What follows belongs to an exercise in optimizing a design on an open flow for small area; a production flow would make more cautious choices. Only simulation tests tie the RTL to the original design; equivalence was not proved. The flow treats the clock pin as an ideal source. Dropping or thinning the clock tree relies on that and would not hold on a real chip. Power is estimated from default activity; no workload was simulated.

## the previous run
// ExceptionHandler
module ExceptionHandler (
    input  wire        clk,
    input  wire        rst,
    input  wire        exception,
    input  wire        mret,
    input  wire [31:0] mcause_in,
    input  wire [31:0] pc_actual,
    input  wire        csr_op_valid,
    input  wire [2:0]  csr_op_type,       
    input  wire [11:0] csr_op_addr,
    input  wire [31:0] csr_op_wdata,
    output wire [31:0] csr_op_rdata,
    output wire        csr_op_done,
    output wire [31:0] mtvec_vect_out,
    output wire [31:0] mepc_out,
    output wire        exception_handling_flag
);
export LEC_CHECK = 0
export ABC_AREA = 1
export CAP_MARGIN = 20
export CORE_MARGIN = 2
export CORE_UTILIZATION = 40
export SLEW_MARGIN = 20
create_clock -name core_clock -period 10.0 [get_ports {clk}]
standard.sh (not shown) runs the stock make flow with config.mk's settings and CLKGATE_MAP_FILE= SYNTH_SCRIPT=/design/flow/synth_recipe.tcl, a recipe that flattens the netlist after the stock synthesis.
==> flow/flow/run.sh <==
#!/bin/bash
# Own layout flow: the standard ORFS flow with three changes:
#  - synthesis is the standard flow's own script (synth_recipe.tcl) with a different ABC
#    script for the combinational logic (area.abc), run with several seeds,
#    keeping the smallest mapping (synth.tcl); registers are untouched;
#  - port buffers use the smallest buffer cell;
#  - a two-level clock tree of its own (cts.tcl, in place of TritonCTS).
# Each tool's output goes to a log in the work folder.
set -euo pipefail
W=$PWD
F=$W/flow
export MY_ABC_SCRIPT=$F/area.abc
export MY_ABC_SEEDS="1 2 3 4 5 6 7 8 9 10 11 12 13 14 15 16 17 18 19 20 21 22 23 24 25 26 27 28 29 30 31 32"
export MY_CTS_LEAF_BUF=sky130_fd_sc_hd__clkbuf_8 MY_CTS_ROOT_BUF=sky130_fd_sc_hd__clkbuf_16
export MY_CTS_CLOCK_PORT=clk MY_CTS_FANOUT=16
RES=$W/orfs/results/sky130hd/ExceptionHandler/base
MK=(make -C "$FLOW_HOME" DESIGN_CONFIG="$W/config.mk" WORK_HOME="$W/orfs" CLKGATE_MAP_FILE=
    SYNTH_SCRIPT="$F/synth.tcl")

"${MK[@]}" synth > "$W/flow_synth.log" 2>&1

"${MK[@]}" "BUFFER_PORTS_ARGS=-buffer_cell sky130_fd_sc_hd__buf_1" \
    "PRE_CTS_TCL=$F/cts.tcl" finish > "$W/flow_layout.log" 2>&1

: # left out here: write the final layout as DEF
==> flow/flow/cts.tcl <==
# Sourced by ORFS's CTS step (PRE_CTS_TCL): replaces clock_tree_synthesis with
# a two-level clock tree.  The flip-flops are split by recursive bisection of
# their positions into clusters of at most MY_CTS_FANOUT; each cluster gets a
# leaf buffer at its centre, and one root buffer, fed by the clock port,
# drives the leaf buffers.  All leaves see the same number of buffers and
# about the same load, so the tree is balanced.
proc my_cts_split {items parts} {
  # items: list of {iterm x y}; returns parts clusters of near-equal size,
  # cut across the longer side of the region, recursively
  if {$parts <= 1} { return [list $items] }
  set xs [lmap it $items {lindex $it 1}]
  set ys [lmap it $items {lindex $it 2}]
  set dx [expr {[tcl::mathfunc::max {*}$xs] - [tcl::mathfunc::min {*}$xs]}]
  set dy [expr {[tcl::mathfunc::max {*}$ys] - [tcl::mathfunc::min {*}$ys]}]
  set k [expr {$dx >= $dy ? 1 : 2}]
  set sorted [lsort -integer -index $k $items]
  set lo [expr {$parts / 2}]
  set cut [expr {int(round([llength $sorted] * double($lo) / $parts))}]
  return [concat [my_cts_split [lrange $sorted 0 [expr {$cut - 1}]] $lo] \
                 [my_cts_split [lrange $sorted $cut end] [expr {$parts - $lo}]]]
}

proc clock_tree_synthesis {args} {
  set block [ord::get_db_block]
  set db [ord::get_db]
  set leaf_master [$db findMaster $::env(MY_CTS_LEAF_BUF)]
  set root_master [$db findMaster $::env(MY_CTS_ROOT_BUF)]
  set clk_net [[$block findBTerm $::env(MY_CTS_CLOCK_PORT)] getNet]
  set items {}
  foreach it [$clk_net getITerms] {
    set bb [[$it getInst] getBBox]
    lappend items [list $it [expr {([$bb xMin] + [$bb xMax]) / 2}] [expr {([$bb yMin] + [$bb yMax]) / 2}]]
  }
  set parts [expr {int(ceil([llength $items] / double($::env(MY_CTS_FANOUT))))}]
  set clusters [my_cts_split $items $parts]
  set root_net [odb::dbNet_create $block clknet_root]
  $root_net setSigType CLOCK
  set sx 0; set sy 0; set n 0
  set k 0
  foreach cl $clusters {
    set cx 0; set cy 0
    foreach it $cl { set cx [expr {$cx + [lindex $it 1]}]; set cy [expr {$cy + [lindex $it 2]}] }
    set cx [expr {$cx / [llength $cl]}]; set cy [expr {$cy / [llength $cl]}]
    set net [odb::dbNet_create $block clknet_leaf_$k]
    $net setSigType CLOCK
    set buf [odb::dbInst_create $block $leaf_master clkbuf_leaf_$k]
    $buf setLocation $cx $cy
    $buf setPlacementStatus PLACED
    foreach it $cl {
      set iterm [lindex $it 0]
      $iterm disconnect
      $iterm connect $net
    }
    [$buf findITerm X] connect $net
    [$buf findITerm A] connect $root_net
    puts "clock tree: leaf $k, [llength $cl] flip-flops"
    set sx [expr {$sx + $cx}]; set sy [expr {$sy + $cy}]; incr n
    incr k
  }
  set root [odb::dbInst_create $block $root_master clkbuf_root]
  $root setLocation [expr {$sx / $n}] [expr {$sy / $n}]
  $root setPlacementStatus PLACED
  [$root findITerm A] connect $clk_net
  [$root findITerm X] connect $root_net
  puts "clock tree: 1 root buffer, $n leaf buffers"
  set_propagated_clock [all_clocks]
}
Other scripts of this flow, unchanged in this note and not shown: flow/flow/area.abc, flow/flow/synth.tcl
Edits applied to the flow inputs when going from the previous run to the current run:
--- a/flow/flow/run.sh
+++ b/flow/flow/run.sh
@@ -13,3 +13,3 @@
-export MY_ABC_SEEDS="1 2 3 4 5 6 7 8 9 10 11 12 13 14 15 16 17 18 19 20 21 22 23 24 25 26 27 28 29 30 31 32"
-export MY_CTS_LEAF_BUF=sky130_fd_sc_hd__clkbuf_8 MY_CTS_ROOT_BUF=sky130_fd_sc_hd__clkbuf_16
-export MY_CTS_CLOCK_PORT=clk MY_CTS_FANOUT=16
+export MY_ABC_SEEDS="1 2 3 4 5 6 7 8 9 10 11 12 13 14 15 16"
+export MY_CTS_LEAF_BUF=sky130_fd_sc_hd__clkbuf_16 MY_CTS_ROOT_BUF=sky130_fd_sc_hd__clkbuf_16
+export MY_CTS_CLOCK_PORT=clk MY_CTS_FANOUT=27
Notes after the runs:
Taking the previous run as the reference point, the synthesized cell count of the current run rises by 1.8%. Summary of the current run over the previous run: flip-flop and latch share of the layout cell area held; total power went up 2.0%; placeable core area went up about 0.3%; post-synthesis to final-layout area growth went down 0.33 points. Maximum VDD drop in the current run is about 13% below the previous run.
No run of this note takes its clock network from TritonCTS; it comes from the design's own scripts or RTL.

## static timing again, ports no longer ideal
How much do the figures lean on ideal ports? The routed layouts below were timed once more, with nothing changed but the port constraints. Step 1 (the two cells are an assumption about what drives the block):
set clk [get_ports {clk}]
set_driving_cell -lib_cell sky130_fd_sc_hd__clkbuf_16 $clk
set_driving_cell -lib_cell sky130_fd_sc_hd__buf_2 [delete_from_list [all_inputs] $clk]
Step 2 adds t to the input delays and takes it off the output delays; t is the mean of the earliest and latest rising clock arrival at the registers after step 1. Input paths then give back, and output paths get back, about the clock's delay inside the block. a / b / c = ideal / step 1 / step 2; a / b = the first two.
run | t (ns) | slack for setup (ns) | cell pins on the clock port's net
the previous run | 0.448 | 0.748 / 0.701 / 1.030 | 1
the current run | 0.433 | 0.501 / 0.457 / 0.890 | 1
After both steps setup and hold are still met in every run listed.
